This design comes from an exercise in tuning for small area on the open sky130 flow, not from production work. Where RTL was checked, it was by simulation tests only, not by an equivalence proof against the original. The flow treats the clock pin as an ideal source. Dropping or thinning the clock tree relies on that and would not hold on a real chip. Power is estimated from default activity; no workload was simulated.

==> 04-17: inputs <==
## my_watch
module my_watch(clk, rst, key_reset, key_start_pause, key_display_stop,
    hex0, hex1, hex2, hex3, hex4, hex5
    );
==> module debounce, before the edit <==
module debounce(clk, rst, key, fire);
    input clk, rst, key;
    output fire;
    localparam [7:0] INV = 8'ha5;
    reg  [7:0] p;
    wire [7:0] s = p ^ INV;
    wire idle = ~(s[0] | s[1] | s[2] | s[4] | s[5] | s[7]);
    wire term = ~s[7] & s[6] & ~s[5] & s[3] & ~s[2] & ~s[1] & ~s[0];
    wire fb   = s[7] ^ s[2];
    assign fire = term & key;
    always @(posedge clk)
        if (rst)       p <= INV;
        else if (term) p <= {~key, 7'b0} ^ INV;
        else           p <= {s[6:0], fb | (idle & ~key)} ^ INV;
endmodule
==> flow/config.mk <==
export PLATFORM = sky130hd
export DESIGN_NAME = my_watch
export DESIGN_NICKNAME = my_watch
export VERILOG_FILES = /design/flow/design.v
export SDC_FILE = /design/flow/constraint.sdc
export NUM_CORES = 4
export LEC_CHECK = 0
export CAP_MARGIN = 20
export CORE_MARGIN = 2
export CORE_UTILIZATION = 65
export SLEW_MARGIN = 20
==> flow/constraint.sdc <==
create_clock -name core_clock -period 10.0 [get_ports {clk}]
set_input_delay 2.0000 -clock core_clock [delete_from_list [all_inputs] [get_ports {clk}]]
set_output_delay 2.0000 -clock core_clock [all_outputs]
set_load 0.01 [all_outputs]
standard.sh (not shown) runs the stock make flow with config.mk's settings and CLKGATE_MAP_FILE= SYNTH_SCRIPT=/design/flow/synth_recipe.tcl, a recipe that flattens the netlist after the stock synthesis.
==> flow/flow/run.sh <==
#!/bin/bash
# Own layout flow: the standard ORFS flow (standard.sh) with
#  - synthesis mapped by ABC with an area-oriented script (flow/abc_area.script)
#    and without the adder extraction; everything else in synthesis is as
#    standard.sh does it (same registers, names and flattening);
#  - port buffers of the smallest buffer cell;
#  - the clock tree that CTS builds replaced by 4 clock buffers, one per
#    quarter of the registers, driven by the clock port (flow/mancts.tcl).
# Each step's full output goes to a log file in the work folder.
set -euo pipefail
W=$(pwd)
rm -rf "$W/scripts_area"
cp -r "$FLOW_HOME/scripts" "$W/scripts_area"
cp "$W/flow/abc_area.script" "$W/scripts_area/abc_area.script"

bash standard.sh SCRIPTS_DIR="$W/scripts_area" ABC_AREA=1 ADDER_MAP_FILE= synth > "$W/synth.log" 2>&1

bash standard.sh \
  BUFFER_PORTS_ARGS="-buffer_cell sky130_fd_sc_hd__buf_1" \
  CTS_ARGS="$(cat "$W/flow/cts_args")" \
  POST_CTS_TCL="$W/flow/mancts.tcl" \
  MAN_CTS_BUF=sky130_fd_sc_hd__clkbuf_8 MAN_CTS_NX=2 MAN_CTS_NY=2 \
  finish > "$W/layout.log" 2>&1
==> flow/flow/cts_args <==
-sink_clustering_enable -repair_clock_nets -dont_use_dummy_load -buf_list {sky130_fd_sc_hd__clkbuf_4} -root_buf sky130_fd_sc_hd__clkbuf_4
==> flow/flow/mancts.tcl <==
set block [ord::get_db_block]
set bufm [[ord::get_db] findMaster $::env(MAN_CTS_BUF)]
set nx $::env(MAN_CTS_NX)
set ny $::env(MAN_CTS_NY)
set clknet [[$block findBTerm clk] getNet]
set sinks {}
set rm {}
foreach inst [$block getInsts] {
  set m [[$inst getMaster] getName]
  if {[string match "sky130_fd_sc_hd__clkbuf_*" $m] && [string match "clkbuf_*" [$inst getName]]} {
    lappend rm $inst
    continue
  }
  foreach it [$inst getITerms] {
    if {[[$it getMTerm] getName] eq "CLK"} { lappend sinks $it }
  }
}
set oldnets {}
foreach inst $rm {
  foreach it [$inst getITerms] {
    set n [$it getNet]
    if {$n ne "NULL" && $n ne $clknet} { lappend oldnets $n }
    $it disconnect
  }
  odb::dbInst_destroy $inst
}
# register positions and their bounding box
set xs {}; set ys {}
foreach it $sinks {
  set b [[$it getInst] getBBox]
  lappend xs [expr {([$b xMin] + [$b xMax]) / 2}]
  lappend ys [expr {([$b yMin] + [$b yMax]) / 2}]
}
set x0 [tcl::mathfunc::min {*}$xs]; set x1 [tcl::mathfunc::max {*}$xs]
set y0 [tcl::mathfunc::min {*}$ys]; set y1 [tcl::mathfunc::max {*}$ys]
# group by position: sort by x into nx columns, each column by y into ny rows
set idx {}
for {set i 0} {$i < [llength $sinks]} {incr i} { lappend idx [list $i [lindex $xs $i] [lindex $ys $i]] }
set idx [lsort -real -index 1 $idx]
set n [llength $idx]
set groups {}
for {set c 0} {$c < $nx} {incr c} {
  set col [lrange $idx [expr {$c * $n / $nx}] [expr {($c + 1) * $n / $nx - 1}]]
  set col [lsort -real -index 2 $col]
  set m [llength $col]
  for {set r 0} {$r < $ny} {incr r} {
    lappend groups [lrange $col [expr {$r * $m / $ny}] [expr {($r + 1) * $m / $ny - 1}]]
  }
}
set g 0
foreach grp $groups {
  set net [odb::dbNet_create $block clknet_man_$g]
  $net setSigType CLOCK
  set sx 0; set sy 0
  foreach e $grp {
    set it [lindex $sinks [lindex $e 0]]
    $it disconnect
    $it connect $net
    set sx [expr {$sx + [lindex $e 1]}]
    set sy [expr {$sy + [lindex $e 2]}]
  }
  set buf [odb::dbInst_create $block $bufm clkbuf_man_$g]
  [$buf findITerm A] connect $clknet
  [$buf findITerm X] connect $net
  $buf setLocation [expr {int($sx / [llength $grp])}] [expr {int($sy / [llength $grp])}]
  $buf setPlacementStatus PLACED
  incr g
}
foreach net [lsort -unique $oldnets] {
  if {[llength [$net getITerms]] == 0 && [llength [$net getBTerms]] == 0} { odb::dbNet_destroy $net }
}
puts "manual clock tree: [llength $sinks] registers, removed [llength $rm] buffers, $g buffers of $::env(MAN_CTS_BUF)"
set_placement_padding -global -left 0 -right 0
detailed_placement
check_placement
Other scripts of this flow, unchanged in this note and not shown: flow/flow/abc_area.script
==> inputs of 07-05, as changes to 04-17 <==
GPL_TIMING_DRIVEN = 0   (was not set)
==> inputs of 04-03, as changes to 04-17 <==
--- a/flow/design.v
+++ b/flow/design.v
@@ -58,5 +58,3 @@
     output fire;
-    localparam [7:0] INV = 8'ha5;
-    reg  [7:0] p;
-    wire [7:0] s = p ^ INV;
+    reg [7:0] s;
     wire idle = ~(s[0] | s[1] | s[2] | s[4] | s[5] | s[7]);
@@ -66,5 +64,5 @@
     always @(posedge clk)
-        if (rst)       p <= INV;
-        else if (term) p <= {~key, 7'b0} ^ INV;
-        else           p <= {s[6:0], fb | (idle & ~key)} ^ INV;
+        if (rst)       s <= 8'h00;
+        else if (term) s <= {~key, 7'b0};
+        else           s <= {s[6:0], fb | (idle & ~key)};
 endmodule
--- a/flow/flow/run.sh
+++ b/flow/flow/run.sh
@@ -6,4 +6,3 @@
 #  - port buffers of the smallest buffer cell;
-#  - the clock tree that CTS builds replaced by 4 clock buffers, one per
-#    quarter of the registers, driven by the clock port (flow/mancts.tcl).
+#  - a clock tree built with the options in flow/cts_args (no dummy loads).
 # Each step's full output goes to a log file in the work folder.
@@ -20,4 +19,2 @@
   CTS_ARGS="$(cat "$W/flow/cts_args")" \
-  POST_CTS_TCL="$W/flow/mancts.tcl" \
-  MAN_CTS_BUF=sky130_fd_sc_hd__clkbuf_8 MAN_CTS_NX=2 MAN_CTS_NY=2 \
   finish > "$W/layout.log" 2>&1
==> flow/flow/cts_args (replaced) <==
-sink_clustering_enable -repair_clock_nets -dont_use_dummy_load -buf_list {sky130_fd_sc_hd__clkbuf_8} -root_buf sky130_fd_sc_hd__clkbuf_8 -sink_clustering_size 40 -sink_clustering_max_diameter 200
CORE_UTILIZATION = 40   (was 65)
removed: flow/flow/mancts.tcl
==> inputs of 03-15, as changes to 04-17 <==
--- a/flow/flow/run.sh
+++ b/flow/flow/run.sh
@@ -6,4 +6,3 @@
 #  - port buffers of the smallest buffer cell;
-#  - the clock tree that CTS builds replaced by 4 clock buffers, one per
-#    quarter of the registers, driven by the clock port (flow/mancts.tcl).
+#  - a clock tree built with the options in flow/cts_args (no dummy loads).
 # Each step's full output goes to a log file in the work folder.
@@ -20,4 +19,2 @@
   CTS_ARGS="$(cat "$W/flow/cts_args")" \
-  POST_CTS_TCL="$W/flow/mancts.tcl" \
-  MAN_CTS_BUF=sky130_fd_sc_hd__clkbuf_8 MAN_CTS_NX=2 MAN_CTS_NY=2 \
   finish > "$W/layout.log" 2>&1
CORE_UTILIZATION = 40   (was 65)
removed: flow/flow/mancts.tcl
==> comparison table <==
| quantity | 04-03 | 07-05 | 03-15 | 04-17 |
|---|---|---|---|---|
| Signed area change from the synthesized netlist to the final layout | 14.66% | 10.82% | 12.40% | 10.50% |
| WL met1 | 2312 um | 2040 um | 2284 um | 2156 um |
| Status | finished clean | finished clean | finished clean | finished clean |
| Sequential share of the synthesized area | 64.22% | 64.83% | 64.83% | 64.83% |
| Met3 Routed Length | 193 um | 211 um | 231 um | 236 um |
| Post-DP HPWL | 3229 um | 3045 um | 3287 um | 3323 um |
| Number of levels the H-tree was split into | 3 | - | 3 | - |
| Simple logic cell fraction of the synthesized area | 19.69% | 18.97% | 18.97% | 18.97% |
| Worst Max-Slew Pin Slew | 0.9808 ns | 1.032 ns | 0.9603 ns | 1.078 ns |
| Source-to-sink clock delay at the later pin of the worst-skew pair | 0.34 ns | 0.16 ns | 0.39 ns | 0.16 ns |
| Crit path time final | 5.336 ns | 6.180 ns | 5.707 ns | 6.178 ns |
| Setup repair bufs after CTS | 0 | - | 0 | - |
| Final Power | 0.5045 mW | 0.4390 mW | 0.4575 mW | 0.4392 mW |
| Min-delay src | u_dd.s[6] | u_ds.p[4] | u_dr.p[6] | u_dd.p[4] |
| Switching fraction of total power | 19.51% | 17.58% | 19.85% | 17.56% |
| Minimum setup slack in the final design | 4.664 ns | 3.820 ns | 4.293 ns | 3.822 ns |
| Number of global-route vias before repair | 1735 | 1725 | 1826 | 1843 |
| Minimum hold slack | 0.4348 ns | 0.3895 ns | 0.3656 ns | 0.3859 ns |
| Core region area | 6756 um^2 | 4058 um^2 | 6756 um^2 | 4058 um^2 |
| Starting Density | 41.30% | 68.12% | 40.91% | 68.12% |
| Final instance area | 3199 um^2 | 3063 um^2 | 3107 um^2 | 3054 um^2 |
| Buffer cell driving the clock tree root | sky130_fd_sc_hd__clkbuf_8 | - | sky130_fd_sc_hd__clkbuf_4 | - |
| Multi-In Gates | 190 | 191 | 191 | 191 |
| Clock tree from TritonCTS | yes | - | yes | - |
Only the layout flow was run in 04-03; the RTL was not checked for function there. The clock cells of 04-17 and 07-05 come from the design's own scripts or RTL, not from TritonCTS.

-- re-timing with driven ports --
In the flow no input, the clock included, has a driving cell. The finished layouts below were timed again as built, in two steps. Step 1: set_driving_cell puts a clkbuf_16 on clk and a buf_2 on each other input, an assumption about the parent block. Step 2 also shifts input and output timing later by t, the mid clock arrival at the registers, as if the neighbouring blocks saw the same clock. a / b / c = no drivers / after step 1 / after step 2; a / b = the first two.
run	t (ns)	setup slack, ns	clock arrival spread, ns
04-17	0.215	3.822 / 3.860 / 3.645	0.006 / 0.006
07-05	0.215	3.820 / 3.858 / 3.642	0.007 / 0.007
04-03	0.359	4.664 / 4.669 / 4.310	0.013 / 0.013
03-15	0.408	4.293 / 4.299 / 3.891	0.026 / 0.026
After both steps every run listed still meets setup and hold. For 03-15, which loses most, drivers alone change the setup slack by +0.006 ns; drivers and shift together by -0.402 ns.
